This design comes from an exercise in tuning for small area and few clock cycles per item on the open sky130 flow, not from production work.
Only simulation tests tie the RTL to the original design; equivalence was not proved.

## design/flow/config.mk

```make
export PLATFORM = sky130hd
export DESIGN_NAME = mul_op
export DESIGN_NICKNAME = mul_op
export VERILOG_FILES = /design/flow/design.v
export SDC_FILE = /design/flow/constraint.sdc
export NUM_CORES = 4
export LEC_CHECK = 0
export CAP_MARGIN = 20
export CORE_MARGIN = 2
export CORE_UTILIZATION = 40
export SLEW_MARGIN = 20
```

## design/flow/constraint.sdc

```tcl
create_clock -name core_clock -period 8.0 [get_ports {clk}]
set_input_delay 1.6000 -clock core_clock [delete_from_list [all_inputs] [get_ports {clk}]]
set_output_delay 1.6000 -clock core_clock [all_outputs]
set_load 0.01 [all_outputs]
```

## design/flow/design.v

```verilog
module joinC #(parameter N = 5)(
	input [N - 1 : 0] valid_in,
	output reg  [N - 1 : 0] ready_in,
	output valid_out,
	input ready_out
);
	assign valid_out = &valid_in; 
	reg[N - 1 : 0] singleValid;
	integer i, j;
	always @(*)begin
		for(i = 0; i < N; i = i + 1)begin
			singleValid[i] = 1;
			for(j = 0; j < N; j = j + 1)
				if(i != j)
					singleValid[i] = singleValid[i] & valid_in[j];
		end
		for(i = 0; i < N; i = i + 1)begin
			ready_in[i] = singleValid[i] & ready_out;
		end
	end
endmodule
module OEHB #(parameter INPUTS = 1,
		parameter OUTPUTS = 1,
		parameter DATA_IN_SIZE = 32,
		parameter DATA_OUT_SIZE = 32)
	(
		input clk,
		input rst,
		input [INPUTS * (DATA_IN_SIZE)- 1 : 0]data_in_bus,
		input [INPUTS - 1 : 0]valid_in_bus,
		output [INPUTS - 1 : 0] ready_in_bus,
		output [OUTPUTS * (DATA_OUT_SIZE) - 1 : 0]data_out_bus,
		output reg [OUTPUTS - 1 : 0]valid_out_bus,
		input 	[OUTPUTS - 1 : 0] ready_out_bus
);
	wire reg_en;
	reg [DATA_IN_SIZE - 1 : 0] data_reg;
	always@(posedge clk, posedge rst)
		if(rst)
			valid_out_bus[0] <= 0;
		else
			valid_out_bus[0] <= valid_in_bus[0] | ~ready_in_bus[0];
	always@(posedge clk, posedge rst)
		if(rst)
			data_reg <= 0;
		else if(reg_en)
			data_reg <= data_in_bus[0 * DATA_IN_SIZE +: DATA_IN_SIZE];
	assign data_out_bus[0 * DATA_OUT_SIZE +: DATA_OUT_SIZE] = data_reg;
	assign ready_in_bus[0] = ~valid_out_bus[0] | ready_out_bus[0];
	assign reg_en = ready_in_bus[0] & valid_in_bus[0];
endmodule
module delay_buffer #(parameter SIZE = 32) (
	input clk, rst,
	input valid_in, ready_in,
	output valid_out
);
	reg [SIZE - 1 : 0] shift_reg;
	always @(posedge clk)begin
		if(ready_in | rst)
			shift_reg[0] <= valid_in;
	end
	always @(posedge clk)begin
		if(rst)
			shift_reg[SIZE - 1 : 1] <= 0;
		else if(ready_in)
			shift_reg[SIZE - 1 : 1] <= shift_reg[SIZE - 2 : 0];
	end
	assign valid_out = shift_reg[SIZE - 1];
endmodule
module mul_4_stage (
	input clk, ce,
	input[31 : 0] a,
	input [31 : 0] b,
	output [31 : 0] p
);
	reg [31 : 0] a_reg, b_reg, q0, q1, q2;
	wire [63 : 0] mul_wire;
	assign mul_wire = a_reg * b_reg;
	wire [31 : 0] mul;
	assign mul = mul_wire[31 : 0];
	always @(posedge clk)
		if(ce)begin
			a_reg <= a;
			b_reg <= b;
			q0 <= mul;
			q1 <= q0;
			q2 <= q1;
		end
	assign p = q2;
endmodule
module mul_op #(parameter INPUTS = 2,
		parameter OUTPUTS = 1,
		parameter DATA_IN_SIZE = 32,
		parameter DATA_OUT_SIZE = 32)
		(
		input clk,
		input rst,
		input [INPUTS * (DATA_IN_SIZE)- 1 : 0]data_in_bus,
		input [INPUTS - 1 : 0]valid_in_bus,
		output [INPUTS - 1 : 0] ready_in_bus,
		output [OUTPUTS * (DATA_OUT_SIZE) - 1 : 0]data_out_bus,
		output [OUTPUTS - 1 : 0]valid_out_bus,
		input 	[OUTPUTS - 1 : 0] ready_out_bus
);
	localparam LATENCY = 4;
	wire [2 * DATA_OUT_SIZE - 1 : 0] temp_result;
	wire join_valid;
	wire buff_valid, oehb_valid, oehb_ready;
	wire oehb_dataOut, oehb_datain;
	joinC #(.N(INPUTS)) add_fork(.valid_in(valid_in_bus), .ready_in(ready_in_bus), .valid_out(join_valid), .ready_out(oehb_ready));
	mul_4_stage multiply_unit (.clk(clk), .ce(oehb_ready), .a(data_in_bus[0 * DATA_IN_SIZE +: DATA_IN_SIZE]), .b(data_in_bus[1 * DATA_IN_SIZE +: DATA_IN_SIZE]), .p(data_out_bus[0 * DATA_OUT_SIZE +: DATA_OUT_SIZE]));
	delay_buffer #(.SIZE(LATENCY - 1))delay_buff(.clk(clk), .rst(rst), .valid_in(join_valid), .ready_in(oehb_ready), .valid_out(buff_valid));
	OEHB #(.INPUTS(1), .OUTPUTS(1), .DATA_IN_SIZE(1), .DATA_OUT_SIZE(1)) oehb_buffer (.clk(clk), .rst(rst),
										 .data_in_bus(1'b0), .valid_in_bus(buff_valid), .ready_in_bus(oehb_ready),
										 .data_out_bus(oehb_dataOut), .valid_out_bus(valid_out_bus[0]), .ready_out_bus(ready_out_bus[0]));
endmodule
```

## design/flow/run.sh

```bash
#!/bin/bash
# synth_recipe.tcl (not shown) runs the flow's synth.tcl, then flattens the netlist and writes it again
# the make line also repeats each setting of config.mk as NAME=value (left out here)
make -C /OpenROAD-flow-scripts/flow DESIGN_CONFIG=/design/flow/config.mk WORK_HOME=/design/flow/orfs CLKGATE_MAP_FILE= SYNTH_SCRIPT=/design/flow/synth_recipe.tcl finish
```

==> run notes <==
==> cells by family (layout without fill, tap and decap cells) <==
kind of cell / after synthesis / after routing / share of synthesized area, %
AND/OR/NAND/NOR: 578 / 578 / 15.2
adder cells (fa/ha/maj): 531 / 531 / 46.7
buffers and inverters: 448 / 518 / 8.09
flip-flops: 164 / 164 / 23.6
XOR/XNOR: 84 / 84 / 3.54
AO/OA/AOI/OAI: 78 / 78 / 2.82
multiplexers: 2 / 2 / 0.0963
==> worst max-delay path, cell delays in order, from the launching register on <==
cell and delay [ns]:
sky130_fd_sc_hd__edfxtp_1 1.01, sky130_fd_sc_hd__nand2_1 0.21, sky130_fd_sc_hd__fa_1 0.49, sky130_fd_sc_hd__inv_1 0.09, sky130_fd_sc_hd__fa_1 0.43, sky130_fd_sc_hd__fa_1 0.52
sky130_fd_sc_hd__inv_1 0.05, sky130_fd_sc_hd__fa_1 0.48, sky130_fd_sc_hd__inv_1 0.06, sky130_fd_sc_hd__fa_1 0.48, sky130_fd_sc_hd__fa_1 0.45, sky130_fd_sc_hd__fa_1 0.56
sky130_fd_sc_hd__fa_1 0.42, sky130_fd_sc_hd__ha_1 0.36, sky130_fd_sc_hd__a21o_1 0.20, sky130_fd_sc_hd__a21oi_2 0.23, sky130_fd_sc_hd__o21ai_1 0.10, sky130_fd_sc_hd__a221o_1 0.33
sky130_fd_sc_hd__a21oi_2 0.18, sky130_fd_sc_hd__o31ai_4 0.12, sky130_fd_sc_hd__a311oi_2 0.26, sky130_fd_sc_hd__xnor2_1 0.10
==> metal layers <==
layer / vias up / part of all wire [%] / wire length (um) / GRT usage (%)
li1: 5770 / - / - / -
met1: 6575 / 45 / 21400 / 25.7
met2: 226 / 49 / 23000 / 31.3
met3: 48 / 3.7 / 1740 / 3.38
met4: 0 / 2.3 / 1110 / 6.15
met5: - / 0 / 0 / 0
==> placed cells by master, fill, tap and decap left out, types with 3 or more instances in the layout <==
| master | synthesis | routed |
|---|---|---|
| sky130_fd_sc_hd__nand3_1 | 5 | 5 |
| sky130_fd_sc_hd__edfxtp_1 | 161 | 161 |
| sky130_fd_sc_hd__o21ai_0 | 7 | 7 |
| sky130_fd_sc_hd__a21oi_1 | 20 | 20 |
| sky130_fd_sc_hd__nor2_1 | 17 | 17 |
| sky130_fd_sc_hd__and3_1 | 4 | 4 |
| sky130_fd_sc_hd__o21ai_2 | 3 | 3 |
| sky130_fd_sc_hd__clkbuf_16 | 0 | 17 |
| sky130_fd_sc_hd__nand2_1 | 163 | 163 |
| sky130_fd_sc_hd__buf_8 | 0 | 3 |
| sky130_fd_sc_hd__o21a_1 | 6 | 6 |
| sky130_fd_sc_hd__and2_1 | 370 | 370 |
| sky130_fd_sc_hd__clkdlybuf4s50_1 | 0 | 103 |
| sky130_fd_sc_hd__inv_8 | 0 | 4 |
| sky130_fd_sc_hd__clkinvlp_4 | 0 | 5 |
| sky130_fd_sc_hd__o21bai_1 | 5 | 5 |
| sky130_fd_sc_hd__a21o_1 | 12 | 12 |
| sky130_fd_sc_hd__nand4_1 | 3 | 3 |
| sky130_fd_sc_hd__nand2b_1 | 5 | 4 |
| sky130_fd_sc_hd__xnor2_1 | 64 | 64 |
| sky130_fd_sc_hd__xor2_1 | 20 | 20 |
| sky130_fd_sc_hd__inv_1 | 366 | 366 |
| sky130_fd_sc_hd__fa_1 | 408 | 408 |
| sky130_fd_sc_hd__o31ai_1 | 3 | 3 |
| sky130_fd_sc_hd__buf_4 | 0 | 14 |
| sky130_fd_sc_hd__a21oi_2 | 3 | 3 |
| sky130_fd_sc_hd__ha_1 | 123 | 123 |
| sky130_fd_sc_hd__nor3_1 | 4 | 4 |
==> how the worst max path moves through the flow <==
stage,startpoint,end,cells after the start
6_report,multiply_unit.b_reg[8],multiply_unit.q0[31],21
5_1_grt,multiply_unit.b_reg[8],multiply_unit.q0[29],23
4_1_cts,multiply_unit.b_reg[8],multiply_unit.q0[30],23
3_5_place_dp,multiply_unit.b_reg[8],multiply_unit.q0[30],23
3_3_place_gp,multiply_unit.b_reg[8],multiply_unit.q0[31],23
2_1_floorplan,multiply_unit.a_reg[13],multiply_unit.q0[31],22
==> area by class of cell <==
cell class / count / area [sq um] / area share, %
clock buffer: 18 / 429 / 1.86
tap: 680 / 851 / 3.68
timing repair buffer: 120 / 1180 / 5.11
sequential: 164 / 4900 / 21.2
inverter: 366 / 1370 / 5.94
multi-input combinational: 1273 / 14200 / 61.5
clock inverter: 14 / 169 / 0.730
==> results list <==
- For this run, the top clock speed supported by timing is 135 MHz.
* Placed Instance Area: 0.0225 sq mm
- For the pin with the worst max-slew slack, the measured transition is 1.13 ns.
- Along the worst path, the maximum fanout reaches 24.
- By count the netlist is led by sky130_fd_sc_hd__fa_1, sky130_fd_sc_hd__and2_1, sky130_fd_sc_hd__inv_1.
- CTS clk-pin slew, worst paths: 0.07 ns
- Setup skew after layout: 0.0138 ns
- Setup WS post-layout: 0.585 ns
- Number of nets in the layout: 2542
* Remaining number of nets flagged by the antenna check after routing: 0
- Vias: 12.6k
- The layout has 4740 filler cells.
- After detailed routing, the number of remaining DRC violations is 0.
* Kind of critical path: flip-flop to flip-flop
- From left edge to right edge, the die measures 232 um.
- The worst pin sits at a relative slew slack of 24.4%.
- Kind of end point of the critical path: flip-flop
- Maximum number of pins on one net before global-route repair: 73
* Synthesized area per cell: 11.0 sq um
- Max-Cap Viols: 0
* IO Port Bufs: 103
* Final critical path time including I/O delays and setup: 7.41 ns
- Hold bufs inserted after CTS: 0
- After synthesis the netlist holds a flip-flop and latch count of 164.
- 0 antenna diodes ended up in the layout.
* Tcrit/Tclk final: 92.7%
* Post-CTS resize count: 0
* Fraction of layout cells with a size suffix above 1: 3.38%
- Synthesis produced a netlist with a net count of 2485.
- From synthesis to final layout, the design area changed by 11.2%.
- STA puts the critical path data required time at 8.21 ns.
* Root Buffer: sky130_fd_sc_hd__clkbuf_16
* Clock sink total: 164
- Die area: 0.0538 sq mm
- Setup slack on the worst reg-to-reg path comes out at 0.59 ns.
* Tightest hold margin: 0.419 ns
- Number of iterations in the first detailed-routing pass: 7
- In the final routed layout, each cell accounts on average for 17.9 um.
- Min-Delay Endpoint: multiply_unit.q2[9]
* CTS buffer count: 17
- Worst reg2reg startpoint: multiply_unit.b_reg[8]
* Deepest clock path buffer count: 2
- Worst R2R Path Depth: 21
* Post-detailed-placement half-perimeter wirelength: 37900 um
- The path class of the tightest hold or removal check is flip-flop to flip-flop.
- Routability congestion estimate from global placement: 0.844
- The number of global-route vias before repair came to 13.9k.
* Setup repair after global routing missed its margin: no
- Die Span Y: 232 um
- sky130_fd_sc_hd__fa_1 is the most common cell in the netlist.
* Core occupancy in the finished layout: 45.0%
- Total negative slack: 0 ns
- Via-to-Cell Ratio: 4.79
- Post-CTS Repair Setup Buffers: 0
- The netlist uses 48 different library cells.
- Max-slew violations: 0
- At the placement stage, the worst setup path has a slack of 0.582 ns.
- Number of warnings printed during yosys synthesis: 4
* Number of primary I/O pins: 104
* Worst Hold Launch: multiply_unit.q1[9]
- The final layout contains routed wiring with a total length of 47300 um.
- Clock latency on the worst-skew pair: 0.49 ns
* Initial core utilization: 40.5%
- Number of cell rows: 83
- The first global-routing pass estimated 77400 um of wire.
* Final hold vios: 0
- The mapped netlist covers 0.0208 sq mm.
* Largest cells by area after synthesis: sky130_fd_sc_hd__fa_1, sky130_fd_sc_hd__edfxtp_1, sky130_fd_sc_hd__and2_1, sky130_fd_sc_hd__ha_1, sky130_fd_sc_hd__inv_1
- Counting flops with an async set or reset pin after synthesis yields a share of 0.610%.
- Sequential-to-total area share from yosys stat: 23.6%
- STA classifies the critical path startpoint as a flip-flop.
* Most area-hungry cell type in the Yosys netlist: sky130_fd_sc_hd__fa_1
- Global-route usage over all layers: 19.1%
- Number of enable-type register cells in the synthesized netlist: 161
- CTS tree: done
- Core region area: 0.0514 sq mm
* Layout Cells excl Fill: 2635
- Worst flop-to-flop path endpoint: multiply_unit.q0[31]
- STA puts the critical path data arrival time at 7.63 ns.
- Final instance area: 0.0231 sq mm
* Syn Inst Count: 1885
- The most used flip-flop cell after synthesis is sky130_fd_sc_hd__edfxtp_1.
- The share of synthesized area in the top cell type comes to 39.3%.
- Post-placement cell count: 2600
* Number of cells on the worst hold path: 0
- Number of antenna violations at the first check in global routing: 0
- H-tree levels: 4
- The run finished with no timing, DRC or antenna violations.
- Number of setup violations in the final report: 0
- The first routing iteration left 621 violations.
* Congestion Overflow GR: 0
Testbench counts, summed over its fixed seeds: cycles 12,032, items 12,000.

-- port drivers added, routing unchanged --
How much do the figures lean on ideal ports? The routed layout below was timed once more, with nothing changed but the port constraints.
Step 1 assumes that a clkbuf_16 drives the clock port and a buf_2 every other input.
Step 2 also shifts input and output timing later by t, the mid clock arrival at the registers, as if the neighbouring blocks saw the same clock.
a / b / c = ideal ports / drivers / drivers and shift; a / b = the first two.
t (ns): 0.537
setup WS [ns]: 0.585 / 0.585 / 0.585
worst hold slack (ns): 0.419 / 0.419 / 0.419
After both steps setup and hold are still met in this run. For this run, drivers alone change the setup slack by 0.000 ns; drivers and shift together by 0.000 ns.
